What follows belongs to an exercise in optimizing a design on an open flow for small area, a short achievable clock period and few clock cycles; a production flow would make more cautious choices. Where RTL was checked, it was by simulation tests only, not by an equivalence proof against the original. Power figures rest on the tool's default switching activity, not on a simulated workload.

==> flow/design.v (excerpt) <==
module fpu(
    input  logic [31:0] op_A_in,
    input  logic [31:0] op_B_in,
    input  logic clk,
    input  logic reset,
    input  logic start,
    output logic [31:0] data_out,
    output logic [3:0]  status_out,
    output logic done
);
Size in the first run: ~1800 cells after synthesis, roughly 38 flip-flops, about 100 I/O pins.
==> module fpu, before the edit <==
module fpu(
    input  logic [31:0] op_A_in,
    input  logic [31:0] op_B_in,
    input  logic clk,
    input  logic reset,
    input  logic start,
    output logic [31:0] data_out,
    output logic [3:0]  status_out,
    output logic done
);
    logic [7:0]  ea, eb, e_l, gt, eq;
    logic [8:0]  d_ab, d_ba;
    logic [4:0]  sh;
    logic        a_ge_e, e_eq, fa_lt, a_big, s_l, eff_sub, swap_f, big;
    logic [25:0] m_a, m_b, m_l, m_s, m_s_sh, lost_mask;
    logic        sticky;
    logic [26:0] x, y, g, p, gg, pp, sum;
    always_comb begin
        ea   = op_A_in[30:23];
        eb   = op_B_in[30:23];
        m_a  = {|ea, op_A_in[22:0], 2'b00};
        m_b  = {|eb, op_B_in[22:0], 2'b00};
        d_ab = {1'b0, ea} - {1'b0, eb};
        d_ba = {1'b0, eb} - {1'b0, ea};
        gt = ea & ~eb;
        eq = ~(ea ^ eb);
        for (int l = 0; l < 3; l++)
            for (int i = 0; i < 8; i += 2 << l) begin
                gt[i] = gt[i + (1 << l)] | (eq[i + (1 << l)] & gt[i]);
                eq[i] = eq[i + (1 << l)] & eq[i];
            end
        a_ge_e = gt[0] | eq[0];
        e_eq   = eq[0];
        fa_lt  = op_A_in[22:0] < op_B_in[22:0];
        e_l  = a_ge_e ? ea  : eb;
        m_l  = a_ge_e ? m_a : m_b;
        m_s  = a_ge_e ? m_b : m_a;
        sh   = a_ge_e ? ea[4:0] - eb[4:0] : eb[4:0] - ea[4:0];
        a_big = e_eq ? ~fa_lt : a_ge_e;
        s_l   = a_big ? op_A_in[31] : op_B_in[31];
        eff_sub = op_A_in[31] ^ op_B_in[31];
        swap_f  = eff_sub & e_eq & fa_lt;
        big       = a_ge_e ? d_ab[7:0] > 8'd24 : d_ba[7:0] > 8'd24;
        m_s_sh    = big ? 26'd0 : (m_s >> sh);
        lost_mask = big ? 26'h3ffffff : ~(26'h3ffffff << sh);
        sticky    = |(m_s & lost_mask);
        x = {1'b0, m_l} ^ {27{eff_sub}};
        y = {1'b0, m_s_sh};
        g = x & y;
        p = x ^ y;
        gg = g;
        pp = p;
        gg[0] = g[0] | (p[0] & swap_f);
        for (int l = 0; l < 5; l++)
            for (int i = 26; i >= (1 << l); i--) begin
                gg[i] = gg[i] | (pp[i] & gg[i - (1 << l)]);
                pp[i] = pp[i] & pp[i - (1 << l)];
            end
        sum = (p ^ {27{eff_sub & ~swap_f}}) ^ {gg[25:0], swap_f};
    end
    logic [26:0] r;
    logic [7:0]  e_q;
    logic        s_q, sticky_q;
    always_ff @(posedge clk) begin
        r        <= sum;
        e_q      <= e_l;
        s_q      <= s_l;
        sticky_q <= sticky;
    end
    always_ff @(posedge clk or negedge reset) begin
        if (!reset) done <= 1'b0;
        else        done <= start;
    end
    logic        zero, left, c_out, uf, ovf;
    logic [25:0] w, n0, n1, n2, n3, n4, keep;
    logic [23:0] ca;
    logic [22:0] inc, f_out;
    logic [4:0]  k;
    logic [7:0]  e_p1, e_p2, e_nr, e_left, e_out;
    always_comb begin
        zero = ~|r;
        left = ~r[26] & ~r[25];
        w  = r[26] ? r[26:1] : r[25:0];
        ca = w[25:2];
        for (int l = 0; l < 5; l++)
            for (int i = 0; i < 24; i++)
                if (i[l]) ca[i] = ca[i] & ca[((i >> (l + 1)) << (l + 1)) + (1 << l) - 1];
        inc   = w[24:2] ^ ({ca[21:0], 1'b1} & {23{w[0]}});
        c_out = w[0] & ca[23];
        e_p1  = e_q + 8'd1;
        e_p2  = e_q + 8'd2;
        e_nr  = (r[26] & c_out) ? e_p2 : (r[26] | c_out) ? e_p1 : e_q;
        k[4] = ~|r[25:10]; n1 = k[4] ? {r[9:0], 16'd0} : r[25:0];
        k[3] = ~|n1[25:18]; n2 = k[3] ? {n1[17:0], 8'd0} : n1;
        k[2] = ~|n2[25:22]; n3 = k[2] ? {n2[21:0], 4'd0} : n2;
        k[1] = ~|n3[25:24]; n4 = k[1] ? {n3[23:0], 2'd0} : n3;
        k[0] = ~n4[25];     n0 = k[0] ? {n4[24:0], 1'd0} : n4;
        e_left = e_q - {3'd0, k};
        keep = ~(26'h3ffffff >> e_q);
        uf   = ~r[26] & ~|(r[25:0] & keep);
        ovf  = (&e_q) | (~left & ((e_q == 8'd254 & (r[26] | c_out)) | (e_q == 8'd253 & r[26] & c_out)));
        e_out = left ? e_left : e_nr;
        f_out = left ? n0[24:2] : inc;
        if (zero) begin
            data_out = 32'd0;                   status_out = 4'b0001;
        end else if (ovf) begin
            data_out = {s_q, 8'hFF, 23'd0};     status_out = 4'b0100;
        end else if (uf) begin
            data_out = 32'd0;                   status_out = 4'b1000;
        end else begin
            data_out = {s_q, e_out, f_out};
            status_out = (w[0] && !left) || sticky_q ? 4'b0010 : 4'b0001;
        end
    end
endmodule
export LEC_CHECK = 0
export ABC_AREA = 1
export CAP_MARGIN = 20
export CORE_MARGIN = 2
export CORE_UTILIZATION = 45
export GPL_TIMING_DRIVEN = 0
export SLEW_MARGIN = 20
create_clock -name core_clock -period 10.0 [get_ports {clk}]
standard.sh (not shown) runs the stock make flow with config.mk's settings and CLKGATE_MAP_FILE= SYNTH_SCRIPT=/design/flow/synth_recipe.tcl, a recipe that flattens the netlist after the stock synthesis.
==> flow/flow/run.sh <==
#!/bin/bash
# The standard layout, with plain buffers (sky130_fd_sc_hd__buf_1) on the
# ports in place of the delay cells that buffer_ports picks by default.
# Timing repair aims at 4.0 ns of setup slack up to clock tree synthesis,
# and at 3.3 ns in the repair after global routing.
set -euo pipefail
export BUFFER_PORTS_ARGS="-buffer_cell sky130_fd_sc_hd__buf_1"
SETUP_SLACK_MARGIN=4.0 bash standard.sh cts > standard_make_to_cts.log 2>&1
SETUP_SLACK_MARGIN=3.3 bash standard.sh > standard_make.log 2>&1
Testbench counts at the start, summed over its fixed seeds: cycles 3,200.
Rerun with:
--- a/flow/design.v
+++ b/flow/design.v
@@ -9,7 +9,7 @@
     output logic done
 );
     logic [7:0]  ea, eb, e_l, gt, eq;
-    logic [8:0]  d_ab, d_ba;
+    logic [8:0]  d_ab;
     logic [4:0]  sh;
     logic        a_ge_e, e_eq, fa_lt, a_big, s_l, eff_sub, swap_f, big;
     logic [25:0] m_a, m_b, m_l, m_s, m_s_sh, lost_mask;
@@ -21,7 +21,6 @@
         m_a  = {|ea, op_A_in[22:0], 2'b00};
         m_b  = {|eb, op_B_in[22:0], 2'b00};
         d_ab = {1'b0, ea} - {1'b0, eb};
-        d_ba = {1'b0, eb} - {1'b0, ea};
         gt = ea & ~eb;
         eq = ~(ea ^ eb);
         for (int l = 0; l < 3; l++)
@@ -35,12 +34,12 @@
         e_l  = a_ge_e ? ea  : eb;
         m_l  = a_ge_e ? m_a : m_b;
         m_s  = a_ge_e ? m_b : m_a;
-        sh   = a_ge_e ? ea[4:0] - eb[4:0] : eb[4:0] - ea[4:0];
+        sh   = a_ge_e ? d_ab[4:0] : eb[4:0] - ea[4:0];
         a_big = e_eq ? ~fa_lt : a_ge_e;
         s_l   = a_big ? op_A_in[31] : op_B_in[31];
         eff_sub = op_A_in[31] ^ op_B_in[31];
         swap_f  = eff_sub & e_eq & fa_lt;
-        big       = a_ge_e ? d_ab[7:0] > 8'd24 : d_ba[7:0] > 8'd24;
+        big       = d_ab[8] ? (d_ab[7:0] <= 8'd231) : (d_ab[7:0] >= 8'd25);
         m_s_sh    = big ? 26'd0 : (m_s >> sh);
         lost_mask = big ? 26'h3ffffff : ~(26'h3ffffff << sh);
         sticky    = |(m_s & lost_mask);
@@ -52,7 +51,12 @@
         pp = p;
         gg[0] = g[0] | (p[0] & swap_f);
         for (int l = 0; l < 5; l++)
-            for (int i = 26; i >= (1 << l); i--) begin
+            for (int i = (2 << l) - 1; i < 27; i += (2 << l)) begin
+                gg[i] = gg[i] | (pp[i] & gg[i - (1 << l)]);
+                pp[i] = pp[i] & pp[i - (1 << l)];
+            end
+        for (int l = 3; l >= 0; l--)
+            for (int i = (3 << l) - 1; i < 27; i += (2 << l)) begin
                 gg[i] = gg[i] | (pp[i] & gg[i - (1 << l)]);
                 pp[i] = pp[i] & pp[i - (1 << l)];
             end
After rerunning: Synthesized area is lower by about 5.3%. Clock-buffer cell count goes up by 1. Power fell by 6.2%. Die area shrinks by about 5%. Clock power is higher by about 7%. Non-clock buffer count stays the same. Wire length shrinks by about 12%. Fmax rose by about 0.6%. Sequential cell count stays the same.
Testbench counts after the change, summed over its fixed seeds: cycles 3,200.

* * *

The RTL this note starts from:
==> flow/design.v <==
module fpu(
    input  logic [31:0] op_A_in,
    input  logic [31:0] op_B_in,
    input  logic clk,
    input  logic reset,
    input  logic start,
    output logic [31:0] data_out,
    output logic [3:0]  status_out,
    output logic done
);
    logic [7:0]  ea, eb, e_l, gt, eq;
    logic [8:0]  d_ab, d_ba;
    logic [4:0]  sh;
    logic        a_ge_e, e_eq, fa_lt, a_big, s_l, eff_sub, swap_f, big;
    logic [25:0] m_a, m_b, m_l, m_s, m_s_sh, lost_mask;
    logic        sticky;
    logic [26:0] x, y, g, p, gg, pp, sum;
    always_comb begin
        ea   = op_A_in[30:23];
        eb   = op_B_in[30:23];
        m_a  = {|ea, op_A_in[22:0], 2'b00};
        m_b  = {|eb, op_B_in[22:0], 2'b00};
        d_ab = {1'b0, ea} - {1'b0, eb};
        d_ba = {1'b0, eb} - {1'b0, ea};
        gt = ea & ~eb;
        eq = ~(ea ^ eb);
        for (int l = 0; l < 3; l++)
            for (int i = 0; i < 8; i += 2 << l) begin
                gt[i] = gt[i + (1 << l)] | (eq[i + (1 << l)] & gt[i]);
                eq[i] = eq[i + (1 << l)] & eq[i];
            end
        a_ge_e = gt[0] | eq[0];
        e_eq   = eq[0];
        fa_lt  = op_A_in[22:0] < op_B_in[22:0];
        e_l  = a_ge_e ? ea  : eb;
        m_l  = a_ge_e ? m_a : m_b;
        m_s  = a_ge_e ? m_b : m_a;
        sh   = a_ge_e ? ea[4:0] - eb[4:0] : eb[4:0] - ea[4:0];
        a_big = e_eq ? ~fa_lt : a_ge_e;
        s_l   = a_big ? op_A_in[31] : op_B_in[31];
        eff_sub = op_A_in[31] ^ op_B_in[31];
        swap_f  = eff_sub & e_eq & fa_lt;
        big       = a_ge_e ? d_ab[7:0] > 8'd24 : d_ba[7:0] > 8'd24;
        m_s_sh    = big ? 26'd0 : (m_s >> sh);
        lost_mask = big ? 26'h3ffffff : ~(26'h3ffffff << sh);
        sticky    = |(m_s & lost_mask);
        x = {1'b0, m_l} ^ {27{eff_sub}};
        y = {1'b0, m_s_sh};
        g = x & y;
        p = x ^ y;
        gg = g;
        pp = p;
        gg[0] = g[0] | (p[0] & swap_f);
        for (int l = 0; l < 5; l++)
            for (int i = 26; i >= (1 << l); i--) begin
                gg[i] = gg[i] | (pp[i] & gg[i - (1 << l)]);
                pp[i] = pp[i] & pp[i - (1 << l)];
            end
        sum = (p ^ {27{eff_sub & ~swap_f}}) ^ {gg[25:0], swap_f};
    end
    logic [26:0] r;
    logic [7:0]  e_q;
    logic        s_q, sticky_q;
    always_ff @(posedge clk) begin
        r        <= sum;
        e_q      <= e_l;
        s_q      <= s_l;
        sticky_q <= sticky;
    end
    always_ff @(posedge clk or negedge reset) begin
        if (!reset) done <= 1'b0;
        else        done <= start;
    end
    logic        zero, left, c_out, uf, ovf;
    logic [25:0] w, n0, n1, n2, n3, n4, keep;
    logic [23:0] ca;
    logic [22:0] inc, f_out;
    logic [4:0]  k;
    logic [7:0]  e_p1, e_p2, e_nr, e_left, e_out, e4, e3, e2, e1;
    always_comb begin
        zero = ~|r;
        left = ~r[26] & ~r[25];
        w  = r[26] ? r[26:1] : r[25:0];
        ca = w[25:2];
        for (int l = 0; l < 5; l++)
            for (int i = 0; i < 24; i++)
                if (i[l]) ca[i] = ca[i] & ca[((i >> (l + 1)) << (l + 1)) + (1 << l) - 1];
        inc   = w[24:2] ^ ({ca[21:0], 1'b1} & {23{w[0]}});
        c_out = w[0] & ca[23];
        e_p1  = e_q + 8'd1;
        e_p2  = e_q + 8'd2;
        e_nr  = (r[26] & c_out) ? e_p2 : (r[26] | c_out) ? e_p1 : e_q;
        k[4] = ~|r[25:10]; n1 = k[4] ? {r[9:0], 16'd0} : r[25:0];
        e4 = k[4] ? e_q - 8'd16 : e_q;
        k[3] = ~|n1[25:18]; n2 = k[3] ? {n1[17:0], 8'd0} : n1;
        e3 = k[3] ? e4 - 8'd8 : e4;
        k[2] = ~|n2[25:22]; n3 = k[2] ? {n2[21:0], 4'd0} : n2;
        e2 = k[2] ? e3 - 8'd4 : e3;
        k[1] = ~|n3[25:24]; n4 = k[1] ? {n3[23:0], 2'd0} : n3;
        e1 = k[1] ? e2 - 8'd2 : e2;
        k[0] = ~n4[25];     n0 = k[0] ? {n4[24:0], 1'd0} : n4;
        e_left = k[0] ? e1 - 8'd1 : e1;
        keep = ~(26'h3ffffff >> e_q);
        uf   = ~r[26] & ~|(r[25:0] & keep);
        ovf  = (&e_q) | (~left & ((e_q == 8'd254 & (r[26] | c_out)) | (e_q == 8'd253 & r[26] & c_out)));
        e_out = left ? e_left : e_nr;
        f_out = left ? n0[24:2] : inc;
        if (zero) begin
            data_out = 32'd0;                   status_out = 4'b0001;
        end else if (ovf) begin
            data_out = {s_q, 8'hFF, 23'd0};     status_out = 4'b0100;
        end else if (uf) begin
            data_out = 32'd0;                   status_out = 4'b1000;
        end else begin
            data_out = {s_q, e_out, f_out};
            status_out = (w[0] && !left) || sticky_q ? 4'b0010 : 4'b0001;
        end
    end
endmodule
clock: 10.0 ns
lec_check: 0
abc_area: 1
cap_margin: 20
core_margin: 2
core_utilization: 45
gpl_timing_driven: 0
slew_margin: 20
==> flow/flow/run.sh <==
#!/bin/bash
# The standard layout, with plain buffers (sky130_fd_sc_hd__buf_1) on the
# ports in place of the delay cells that buffer_ports picks by default.
set -euo pipefail
export BUFFER_PORTS_ARGS="-buffer_cell sky130_fd_sc_hd__buf_1"
bash standard.sh > standard_make.log 2>&1
Next try:
--- a/flow/design.v
+++ b/flow/design.v
@@ -44,19 +44,19 @@
         m_s_sh    = big ? 26'd0 : (m_s >> sh);
         lost_mask = big ? 26'h3ffffff : ~(26'h3ffffff << sh);
         sticky    = |(m_s & lost_mask);
-        x = {1'b0, m_l} ^ {27{eff_sub}};
-        y = {1'b0, m_s_sh};
+        x = {1'b0, m_l};
+        y = {1'b0, m_s_sh} ^ {27{eff_sub}};
         g = x & y;
         p = x ^ y;
         gg = g;
         pp = p;
-        gg[0] = g[0] | (p[0] & swap_f);
+        gg[0] = g[0] | (p[0] & eff_sub & ~swap_f);
         for (int l = 0; l < 5; l++)
             for (int i = 26; i >= (1 << l); i--) begin
                 gg[i] = gg[i] | (pp[i] & gg[i - (1 << l)]);
                 pp[i] = pp[i] & pp[i - (1 << l)];
             end
-        sum = (p ^ {27{eff_sub & ~swap_f}}) ^ {gg[25:0], swap_f};
+        sum = (p ^ {27{swap_f}}) ^ {gg[25:0], eff_sub & ~swap_f};
     end
     logic [26:0] r;
     logic [7:0]  e_q;
@@ -76,7 +76,7 @@
     logic [23:0] ca;
     logic [22:0] inc, f_out;
     logic [4:0]  k;
-    logic [7:0]  e_p1, e_p2, e_nr, e_left, e_out, e4, e3, e2, e1;
+    logic [7:0]  e_p1, e_p2, e_nr, e_left, e_out;
     always_comb begin
         zero = ~|r;
         left = ~r[26] & ~r[25];
@@ -91,15 +91,11 @@
         e_p2  = e_q + 8'd2;
         e_nr  = (r[26] & c_out) ? e_p2 : (r[26] | c_out) ? e_p1 : e_q;
         k[4] = ~|r[25:10]; n1 = k[4] ? {r[9:0], 16'd0} : r[25:0];
-        e4 = k[4] ? e_q - 8'd16 : e_q;
         k[3] = ~|n1[25:18]; n2 = k[3] ? {n1[17:0], 8'd0} : n1;
-        e3 = k[3] ? e4 - 8'd8 : e4;
         k[2] = ~|n2[25:22]; n3 = k[2] ? {n2[21:0], 4'd0} : n2;
-        e2 = k[2] ? e3 - 8'd4 : e3;
         k[1] = ~|n3[25:24]; n4 = k[1] ? {n3[23:0], 2'd0} : n3;
-        e1 = k[1] ? e2 - 8'd2 : e2;
         k[0] = ~n4[25];     n0 = k[0] ? {n4[24:0], 1'd0} : n4;
-        e_left = k[0] ? e1 - 8'd1 : e1;
+        e_left = e_q - {3'd0, k};
         keep = ~(26'h3ffffff >> e_q);
         uf   = ~r[26] & ~|(r[25:0] & keep);
         ovf  = (&e_q) | (~left & ((e_q == 8'd254 & (r[26] | c_out)) | (e_q == 8'd253 & r[26] & c_out)));
After rerunning:
- cell count rose by 3.2%
- die area stays flat
- worst hold slack degrades by 8.5 ps
- utilization hardly moves
- wire length climbs by 3.6%
- cell area barely changes
- sequential share of layout area is about the same
- combinational power increases by about 7%
Testbench counts after the change, summed over its fixed seeds: cycles 3,200.
Function not checked in the first run of this note: the RTL went through the layout flow alone.

==> separate check: timing with driven ports <==
No port has a modelled driver above. Below, the same layouts with a new extraction and two added sets of constraints.
Step 1 (the two cells are an assumption about what drives the block):
set clk [get_ports {clk}]
set_driving_cell -lib_cell sky130_fd_sc_hd__clkbuf_16 $clk
set_driving_cell -lib_cell sky130_fd_sc_hd__buf_2 [delete_from_list [all_inputs] $clk]
Step 2 moves the port delays by t, midway between the first and last clock arrival at a register: inputs arrive t later, outputs are due t later. That takes back most of the time a late clock gives input paths.
a / b / c = no drivers / after step 1 / after step 2; a / b = the first two.
| run | t, ns | setup slack, ns | slew at the worst register clock pin (ns) | pins driven straight from the clock port |
|---|---|---|---|---|
| the first run of note 1 | 0.334 | 3.862 / 3.877 / 3.546 | 0.07 / 0.07 | 1 |
| the second run of note 1 | 0.309 | 3.900 / 3.882 / 3.601 | 0.05 / 0.05 | 1 |
| the first run of note 2 | 0.321 | 2.511 / 2.529 / 2.208 | 0.06 / 0.06 | 1 |
| the second run of note 2 | 0.329 | 3.104 / 3.109 / 2.795 | 0.06 / 0.06 | 1 |
After both steps every run listed still meets setup and hold. For the first run of note 1, which loses most, drivers alone change the setup slack by +0.015 ns; drivers and shift together by -0.316 ns.
